What follows belongs to an exercise in optimizing a design on an open flow for small area; a production flow would make more cautious choices. In this exercise RTL edits were held to simulation tests only and were not proved equivalent to the original. No activity file was given, so power comes from the tool's default toggle rates. The clock port is modelled as an ideal driver; clocking choices that lean on that would not hold on a real chip.

Setup of old:
// LiTE_DTU_160MHz_v2_0
module LiTE_DTU_160MHz_v2_0 (
			     CLK,
			     RST_b,
			     CALIBRATION_BUSY_1,
			     CALIBRATION_BUSY_10,
			     TEST_ENABLE,
			     GAIN_SEL_MODE,
			     fallback,
			     DATA12_g01,
			     DATA12_g10,
			     SATURATION_value,
			     BSL_VAL_g01,
			     BSL_VAL_g10,
			     losing_data,
			     DATA32_ATU_0,
			     DATA32_ATU_1,
			     DATA32_ATU_2,
			     DATA32_ATU_3,
			     Orbit,
			     shift_gain_10,
			     flush_b,
			     synch,
			     synch_pattern,
			     DATA32_0,
			     DATA32_1,
			     DATA32_2,
			     DATA32_3,
			     handshake);
Size: about 360 I/O pins, ~38000 µm² of cells after synthesis.
export LEC_CHECK = 0
export CAP_MARGIN = 20
export CORE_MARGIN = 2
export CORE_UTILIZATION = 40
export PLACE_DENSITY = 0.6
export SLEW_MARGIN = 20
create_clock -name core_clock -period 6.25 [get_ports {CLK}]
standard.sh (not shown) runs the stock make flow with config.mk's settings and CLKGATE_MAP_FILE= SYNTH_SCRIPT=/design/flow/synth_recipe.tcl, a recipe that flattens the netlist after the stock synthesis.
==> flow/flow/run.sh <==
#!/bin/bash
# The standard layout, with three changes to how the layout is made:
#  1. after the standard synthesis, its combinational logic is mapped again
#     for area (ABC deepsyn + area mapping); every register keeps its name,
#     its cell type and its connections, and the netlist is checked for that
#  2. port buffers use the smallest buffer cell (buf_1)
#  3. clock tree: clkbuf_16 buffers, sink clusters of up to 32, no dummy loads
# Each tool writes its full output to a log file in this folder.
set -euo pipefail
WORK=$(pwd)
FLOWDIR=$WORK/flow
R=$WORK/orfs/results/$FLOW_PLATFORM/LiTE_DTU_160MHz_v2_0/base
LIB=$FLOW_HOME/platforms/$FLOW_PLATFORM/lib/sky130_fd_sc_hd__tt_025C_1v80.lib
YOSYS=$(command -v yosys || true)
[[ -x "$YOSYS" ]] || YOSYS=$FLOW_HOME/../tools/install/yosys/bin/yosys

CTS="-sink_clustering_enable -repair_clock_nets -sink_clustering_size 32 -sink_clustering_max_diameter 80 -root_buf sky130_fd_sc_hd__clkbuf_16 -buf_list sky130_fd_sc_hd__clkbuf_16 -sink_clustering_buffer sky130_fd_sc_hd__clkbuf_16 -dont_use_dummy_load"
ARGS=("BUFFER_PORTS_ARGS=-buffer_cell sky130_fd_sc_hd__buf_1" "CTS_ARGS=$CTS")

# 1. standard synthesis
bash standard.sh "${ARGS[@]}" synth > standard_synth.log 2>&1
cp "$R/1_2_yosys.v" "$WORK/netlist_standard.v"

# 2. re-map the combinational logic
remap() {
  local seq
  seq=$(grep -oE "sky130_fd_sc_hd__[a-z0-9_]*df[a-z0-9_]*" netlist_standard.v | sort -u | tr '\n' ' ')
  [[ "$seq" == "sky130_fd_sc_hd__dfxtp_1 sky130_fd_sc_hd__edfxtp_1 " ]] || { echo "unexpected register cells: $seq"; return 1; }
  sed -E 's/\bsky130_fd_sc_hd__(e?dfxtp_1) /KEEP__\1 /' netlist_standard.v > netlist_keep.v
  local du
  du=$(grep -o -- "-dont_use [^ ]*" "$WORK/orfs/logs/$FLOW_PLATFORM/LiTE_DTU_160MHz_v2_0/base/1_2_yosys.log" | sort -u | tr '\n' ' ')
  [[ -n "$du" ]] || { echo "no dont_use list"; return 1; }
  # the re-mapping, on the cells' library functions
  cat > remap.ys <<EOY
read_liberty -wb -ignore_miss_func $LIB
read_verilog -lib $FLOWDIR/keep_cells.v
read_verilog netlist_keep.v
hierarchy -check -top $FLOW_TOP
flatten -wb
opt -purge
techmap
opt -fast
abc -liberty $LIB $du -script $FLOWDIR/area.abc
opt_clean -purge
write_verilog -noattr -nohex -nodec netlist_abc_keep.v
EOY
  "$YOSYS" -s remap.ys > remap_yosys.log 2>&1 || { echo "yosys remap failed"; return 1; }
  # the finishing steps of the standard synthesis, on the library cells
  cat > finish.ys <<EOY
read_liberty -lib $LIB
read_verilog -lib $FLOWDIR/keep_cells.v
read_verilog netlist_abc_keep.v
hierarchy -check -top $FLOW_TOP
splitnets
opt_clean -purge
hilomap -singleton -hicell sky130_fd_sc_hd__conb_1 HI -locell sky130_fd_sc_hd__conb_1 LO
insbuf -buf sky130_fd_sc_hd__buf_4 A X
opt_clean -purge
check -assert
stat -liberty $LIB
write_verilog -noattr -nohex -nodec netlist_remap_keep.v
EOY
  "$YOSYS" -s finish.ys > finish_yosys.log 2>&1 || { echo "yosys finish failed"; return 1; }
  sed -E 's/\bKEEP__(e?dfxtp_1) /sky130_fd_sc_hd__\1 /' netlist_remap_keep.v > netlist_remap.v
  # the registers must be the same: names, cell types and count
  grep -E "^\s*sky130_fd_sc_hd__e?dfxtp_1 " netlist_standard.v | awk '{print $1, $2}' | sort > regs_standard.txt
  grep -E "^\s*sky130_fd_sc_hd__e?dfxtp_1 " netlist_remap.v | awk '{print $1, $2}' | sort > regs_remap.txt
  cmp -s regs_standard.txt regs_remap.txt || { echo "registers differ"; return 1; }
  [[ $(wc -l < regs_standard.txt) -gt 0 ]] || { echo "no registers found"; return 1; }
  ! grep -q "KEEP__" netlist_remap.v || { echo "stand-in left"; return 1; }
  return 0
}
if remap > remap.log 2>&1; then
  cp netlist_remap.v "$R/1_2_yosys.v"
  rm -f "$R/1_synth.odb" "$R/1_synth.sdc"
  echo "remapped netlist in use" >> remap.log
else
  echo "remap failed; standard netlist kept" >> remap.log
fi

# 3. the rest of the standard flow
bash standard.sh "${ARGS[@]}" finish > standard_finish.log 2>&1
==> flow/flow/area.abc <==
&get -n
&st
&deepsyn -T 120
&dch -f
&nf -a -R 1000
&put
Other scripts of this flow, unchanged in this note and not shown: flow/flow/keep_cells.v
The following lists how new was set up differently from old:
diff --git a/flow/flow/run.sh b/flow/flow/run.sh
--- a/flow/flow/run.sh
+++ b/flow/flow/run.sh
@@ -3,3 +3,4 @@
 #  1. after the standard synthesis, its combinational logic is mapped again
-#     for area (ABC deepsyn + area mapping); every register keeps its name,
+#     for area (ABC deepsyn + area mapping, four scripts in parallel, the
+#     smallest result kept); every register keeps its name,
 #     its cell type and its connections, and the netlist is checked for that
@@ -32,4 +33,6 @@
   [[ -n "$du" ]] || { echo "no dont_use list"; return 1; }
-  # the re-mapping, on the cells' library functions
-  cat > remap.ys <<EOY
+  # the re-mapping, on the cells' library functions, with each script
+  local best="" best_area=""
+  for k in 1 2 3 4; do
+    cat > remap$k.ys <<EOY
 read_liberty -wb -ignore_miss_func $LIB
@@ -42,7 +45,20 @@
 opt -fast
-abc -liberty $LIB $du -script $FLOWDIR/area.abc
+abc -liberty $LIB $du -script $FLOWDIR/area$k.abc
 opt_clean -purge
-write_verilog -noattr -nohex -nodec netlist_abc_keep.v
+stat -liberty $LIB
+write_verilog -noattr -nohex -nodec netlist_abc_keep$k.v
 EOY
-  "$YOSYS" -s remap.ys > remap_yosys.log 2>&1 || { echo "yosys remap failed"; return 1; }
+    "$YOSYS" -s remap$k.ys > remap_yosys$k.log 2>&1 &
+  done
+  wait || true
+  for k in 1 2 3 4; do
+    local a
+    a=$(grep "Chip area" remap_yosys$k.log 2>/dev/null | tail -1 | awk '{print $NF}')
+    [[ -n "$a" && -s netlist_abc_keep$k.v ]] || continue
+    echo "script $k: area $a"
+    if [[ -z "$best" ]] || awk -v a="$a" -v b="$best_area" 'BEGIN {exit !(a < b)}'; then best=$k; best_area=$a; fi
+  done
+  [[ -n "$best" ]] || { echo "yosys remap failed"; return 1; }
+  echo "kept script $best"
+  cp netlist_abc_keep$best.v netlist_abc_keep.v
   # the finishing steps of the standard synthesis, on the library cells
==> flow/flow/area1.abc (new file) <==
&get -n
&st
&deepsyn -T 120
&dch -f
&nf -a -R 1000
&put
==> flow/flow/area2.abc (new file) <==
&get -n
&st
&deepsyn -T 120 -S 1
&dch -f
&nf -a -R 1000
&put
==> flow/flow/area3.abc (new file) <==
&get -n
&st
&deepsyn -T 60
&deepsyn -T 60 -S 3
&dch -f
&nf -a -R 1000
&put
==> flow/flow/area4.abc (new file) <==
&get -n
&st
&deepsyn -T 120 -S 2
&dch -f
&nf -a -R 1000
&put
removed: flow/flow/area.abc
==> comparison <==
new ends up with a critical path depth that is 1 higher than in old. The number of global-route vias before repair number comes out higher for old vs new. In new, the slack of the worst reg-to-reg path came out 390 ps below the value in old. From old to new the numbers moved as follows: post-synthesis cell count went down, met2 routing resource usage after global routing went down, biggest fanout along the worst timing path went down. On internal power of the cells, old beats new. new: sequential power share 0.2 points below old. Changes observed in new relative to old: post-synthesis to final-layout area growth now larger, shortest clock period the worst path allows after layout now larger.

## static timing again, ports no longer ideal
The flow's constraints put no driver on any port. The routed layouts listed below were extracted and timed again, unchanged, in two steps. Step 1: set_driving_cell puts a clkbuf_16 on CLK and a buf_2 on each other input, an assumption about the parent block. Step 2 moves the port delays by t, midway between the first and last clock arrival at a register: inputs arrive t later, outputs are due t later. That takes back most of the time a late clock gives input paths. Slacks: no drivers / after step 1 / after step 2; pairs: no drivers / after step 1.
run	t, ns	setup WS [ns]	hold slack, ns	worst setup path at the end	slew at the worst register clock pin (ns)
old	0.676	1.737 / 1.737 / 1.612	0.307 / 0.307 / 0.307	input to register	0.12 / 0.12
new	0.686	1.345 / 1.345 / 1.332	0.299 / 0.299 / 0.299	input to register	0.12 / 0.12
After both steps every run listed still meets setup and hold. For old, which loses most, drivers alone change the setup slack by 0.000 ns; drivers and shift together by -0.125 ns.
